Source: an optimization exercise on an open RTL-to-GDS flow (aim: small area, a short achievable clock period and few clock cycles). Production flows keep margins and buffers that such runs may drop. Where RTL was checked, it was by simulation tests only, not by an equivalence proof against the original. The clock port is modelled as an ideal driver, which makes a skipped or thinned clock tree look cheaper than it is; a real chip needs a root buffer or a tree.

==> flow/design.v (excerpt) <==
module HT_TOP(
    input clk,
    input rst_n,
    input in_valid,
    input [2:0] in_weight,
    input out_mode,
    output reg out_valid,
    output reg out_code
);
clock: 6.0 ns
lec_check: 0
abc_area: 1
cap_margin: 20
core_margin: 2
core_utilization: 40
cts_cluster_diameter: 60
cts_cluster_size: 40
setup_slack_margin: 3.95
slew_margin: 20
run.sh (not shown) runs the stock make flow with config.mk's settings and CLKGATE_MAP_FILE= SYNTH_SCRIPT=/design/flow/synth_recipe.tcl, a recipe that flattens the netlist after the stock synthesis.
Testbench counts at the start, summed over its fixed seeds: cycles 17,157.
Change:
Settings changed: CORE_UTILIZATION 40 to 50, CTS_CLUSTER_DIAMETER 60 to not set, CTS_CLUSTER_SIZE 40 to not set, SETUP_SLACK_MARGIN 3.95 to 3.85.
Worst setup slack gets better by 13 ps. Worst hold slack improved by 23 ps. Critical path depth does not change. Clock skew stays flat.
Change:
Settings changed: CORE_UTILIZATION 50 to 40.
After rerunning: The new run finished with timing, DRC and antenna clean; wire length barely changes; worst setup slack hardly moves; flip-flop and latch count stays the same; final area goes down by 0.56%; die area goes up by 24%; clock skew hardly moves.
Change:
Settings changed: CTS_BUF_LIST set to sky130_fd_sc_hd__clkbuf_8, SETUP_SLACK_MARGIN 3.85 to 3.95.
Result: The changed run went through all stages and came out clean. Design area increases by a few percent. Via count came out higher by a few percent. Sequential cell count stays the same. Register-to-register slack gets better by 90 ps. Setup slack got worse by 28 ps. Clock-buffer cell count stays the same. Non-clock buffer count went up by 24. Die area does not change.

---

HT_TOP, a different RTL version from the one above (not shown whole).
Size: about 9 I/O pins, about 9100 µm² of cells after synthesis.
Design HT_TOP, start of the top module:
module HT_TOP(
    input clk,
    input rst_n,
    input in_valid,
    input [2:0] in_weight,
    input out_mode,
    output reg out_valid,
    output reg out_code
);
clock: 6.0 ns
lec_check: 0
abc_area: 1
cap_margin: 20
core_margin: 2
core_utilization: 40
place_density: 0.7
setup_slack_margin: 4.0
slew_margin: 20
standard.sh (not shown) runs the stock make flow with config.mk's settings and CLKGATE_MAP_FILE= SYNTH_SCRIPT=/design/flow/synth_recipe.tcl, a recipe that flattens the netlist after the stock synthesis.
==> flow/flow/run.sh <==
#!/bin/bash
# Own flow: the standard layout, with a hook after CTS that replaces the
# clock tree by four clkbuf_16 fed by the clock port (flow/reclk.tcl).
set -euo pipefail
W=$(pwd)
export FLOW_FLOW_DIR="$W/flow"
export POST_CTS_TCL="$W/flow/post_cts.tcl"
bash standard.sh finish > "$W/standard_flow.log" 2>&1
Other scripts of this flow, unchanged in this note and not shown: flow/flow/post_cts.tcl, flow/flow/reclk.tcl
Testbench counts at the start, summed over its fixed seeds: cycles 17,157.
Then changed:
- CORE_UTILIZATION: 40 -> 45
- PLACE_DENSITY: 0.7 -> default
- The changed run completed with no timing, DRC or antenna violations
- via count came out higher by 2.5%
- global-route usage went up by 5.0 points
- register-to-register slack got worse by 0.02 ns
- setup slack gets better by 0.0095 ns
Then changed:
- CORE_UTILIZATION: 45 -> 40
Die area climbs by about 12%; final area falls by about 0.7%; routed wire length went down by 7.0%; register-to-register slack is better by 0.02 ns; flip-flop and latch count does not change; synthesized cell count does not change; global-route usage goes down by 4.1 points.
Then changed:
- SETUP_SLACK_MARGIN: 4.0 -> 3.9
Outcome: Critical path depth goes up by 10; wire length came out lower slightly; hold slack barely changes; final area goes down by a few percent; sequential cell count stays the same; die area stays the same; register-to-register slack gets worse by 0.10 ns; final cell count is lower slightly; worst setup slack loses 0.051 ns.
Then changed:
- SETUP_SLACK_MARGIN: 3.9 -> 4.05
Area after synthesis stays the same.
Synthesized cell count does not change.
Worst hold slack got worse by 0.0034 ns.
First-iteration DRC count is higher by 15%.
Wire length is higher by 3.0%.
Worst setup slack improves by 0.053 ns.
Global-route usage rose by 0.44 points.
In every run of this note, the design's own scripts or RTL, not TritonCTS, make the clock network.

---

HT_TOP, a different RTL version from the one above (not shown whole).
For scale: roughly 140 flip-flops, about 9 I/O pins, ~9500 um^2 of cells after synthesis.
## HT_TOP
module HT_TOP(
    input clk,
    input rst_n,
    input in_valid,
    input [2:0] in_weight,
    input out_mode,
    output reg out_valid,
    output reg out_code
);
clock: 6.0 ns
lec_check: 0
abc_clock_period_in_ps: 2000
cap_margin: 20
core_margin: 2
core_utilization: 40
setup_slack_margin: 3.6
slew_margin: 20
run.sh (not shown) runs the stock make flow with config.mk's settings and CLKGATE_MAP_FILE= SYNTH_SCRIPT=/design/flow/synth_recipe.tcl, a recipe that flattens the netlist after the stock synthesis.
Stock flow here: none of the scripts above is used.
The baseline passed the timing, design-rule and antenna checks.
Then changed:
ABC_CLOCK_PERIOD_IN_PS = not set   (was 2000)
SETUP_SLACK_MARGIN = not set   (was 3.6)
After rerunning: Count of clock-buffer cells in the layout came out lower by 1; global-route usage came out lower by 1.9 points; worst setup slack got worse by 1100 ps; routed wire length came out lower by 16%; synthesized cell count stays the same; register-to-register slack got worse by 900 ps.
Then changed:
SETUP_SLACK_MARGIN = 3.6   (was not set)
Effect:
- final area came out higher by about a fifth
- sequential share of layout area decreases by 5.6 points
- wire length went up by about a fifth
- setup slack improves by 1100 ps
- hold slack is worse by 24 ps
- synthesized area stays the same
- fmax rose by a quarter to a third
- first-iteration DRC count rose by about a fifth
No functional check of the RTL was part of any run of this note.

---

RTL: one of the versions met above, not the one the previous note started from.
Size: roughly 1400 cells after synthesis, roughly 150 flip-flops, roughly 9 I/O pins, about 0.0090 mm2 of cells after synthesis.
export LEC_CHECK = 0
export ABC_AREA = 1
export CAP_MARGIN = 20
export CORE_MARGIN = 2
export CORE_UTILIZATION = 40
export SETUP_SLACK_MARGIN = 4.0
export SLEW_MARGIN = 20
create_clock -name core_clock -period 6.0 [get_ports {clk}]
standard.sh (not shown) runs the stock make flow with config.mk's settings and CLKGATE_MAP_FILE= SYNTH_SCRIPT=/design/flow/synth_recipe.tcl, a recipe that flattens the netlist after the stock synthesis.
Scripts as last shown in full above: flow/flow/run.sh
Other scripts of this flow, unchanged in this note and not shown: flow/flow/post_cts.tcl, flow/flow/reclk.tcl
The baseline ran to the end with no violations.
Testbench counts at the start, summed over its fixed seeds: cycles 17,157.
==> next run, changes <==
SETUP_SLACK_MARGIN = 3.9   (was 4.0)
Maximum frequency falls by 1.3%.
Cell area falls by 5.7%.
First-iteration DRC count rises by 4.2%.
No run of this note takes its clock network from TritonCTS; it comes from the design's own scripts or RTL.

## re-timing with driven ports
The results above use ideal ports. As a check the final layouts listed here were re-extracted and re-timed, cells and wires unchanged. Step 1 assumes that a clkbuf_16 drives the clock port and a buf_2 every other input. Step 2, shift: input delay + t, output delay - t, t = (earliest + latest rising clock arrival at the registers) / 2. This alone moves slack from input paths to output paths. Slacks: no drivers / after step 1 / after step 2; pairs: no drivers / after step 1.
| run | t, ns | setup slack, ns | worst setup path at the end |
|---|---|---|---|
| the first run of note 1 | 0.476 | 3.839 / 3.793 / 3.859 | input to register |
| the second run of note 1 | 0.468 | 3.852 / 3.810 / 3.856 | register to register |
| the third run of note 1 | 0.478 | 3.851 / 3.805 / 3.860 | input to register |
| the fourth run of note 1 | 0.495 | 3.823 / 3.779 / 3.868 | input to register |
| the first run of note 2 | 0.325 | 4.026 / 3.925 / 3.894 | input to register |
| the second run of note 2 | 0.325 | 4.036 / 3.936 / 3.900 | input to register |
| the third run of note 2 | 0.325 | 4.049 / 3.951 / 3.873 | input to register |
| the fourth run of note 2 | 0.324 | 3.998 / 3.949 / 3.876 | input to register |
| the fifth run of note 2 | 0.326 | 4.051 / 3.953 / 3.874 | input to register |
| the first run of note 3 | 0.475 | 2.810 / 2.828 / 2.353 | input to register |
| the second run of note 3 | 0.475 | 1.696 / 1.711 / 1.235 | input to register |
| the third run of note 3 | 0.475 | 2.810 / 2.828 / 2.353 | input to register |
| the first run of note 4 | 0.377 | 3.963 / 3.904 / 3.867 | input to register |
| the second run of note 4 | 0.374 | 3.937 / 3.896 / 3.857 | input to register |
After both steps setup and hold are still met in every run listed. The setup slack of the second run of note 3, which loses most, moves by +0.015 ns with the drivers and by -0.461 ns with both steps.
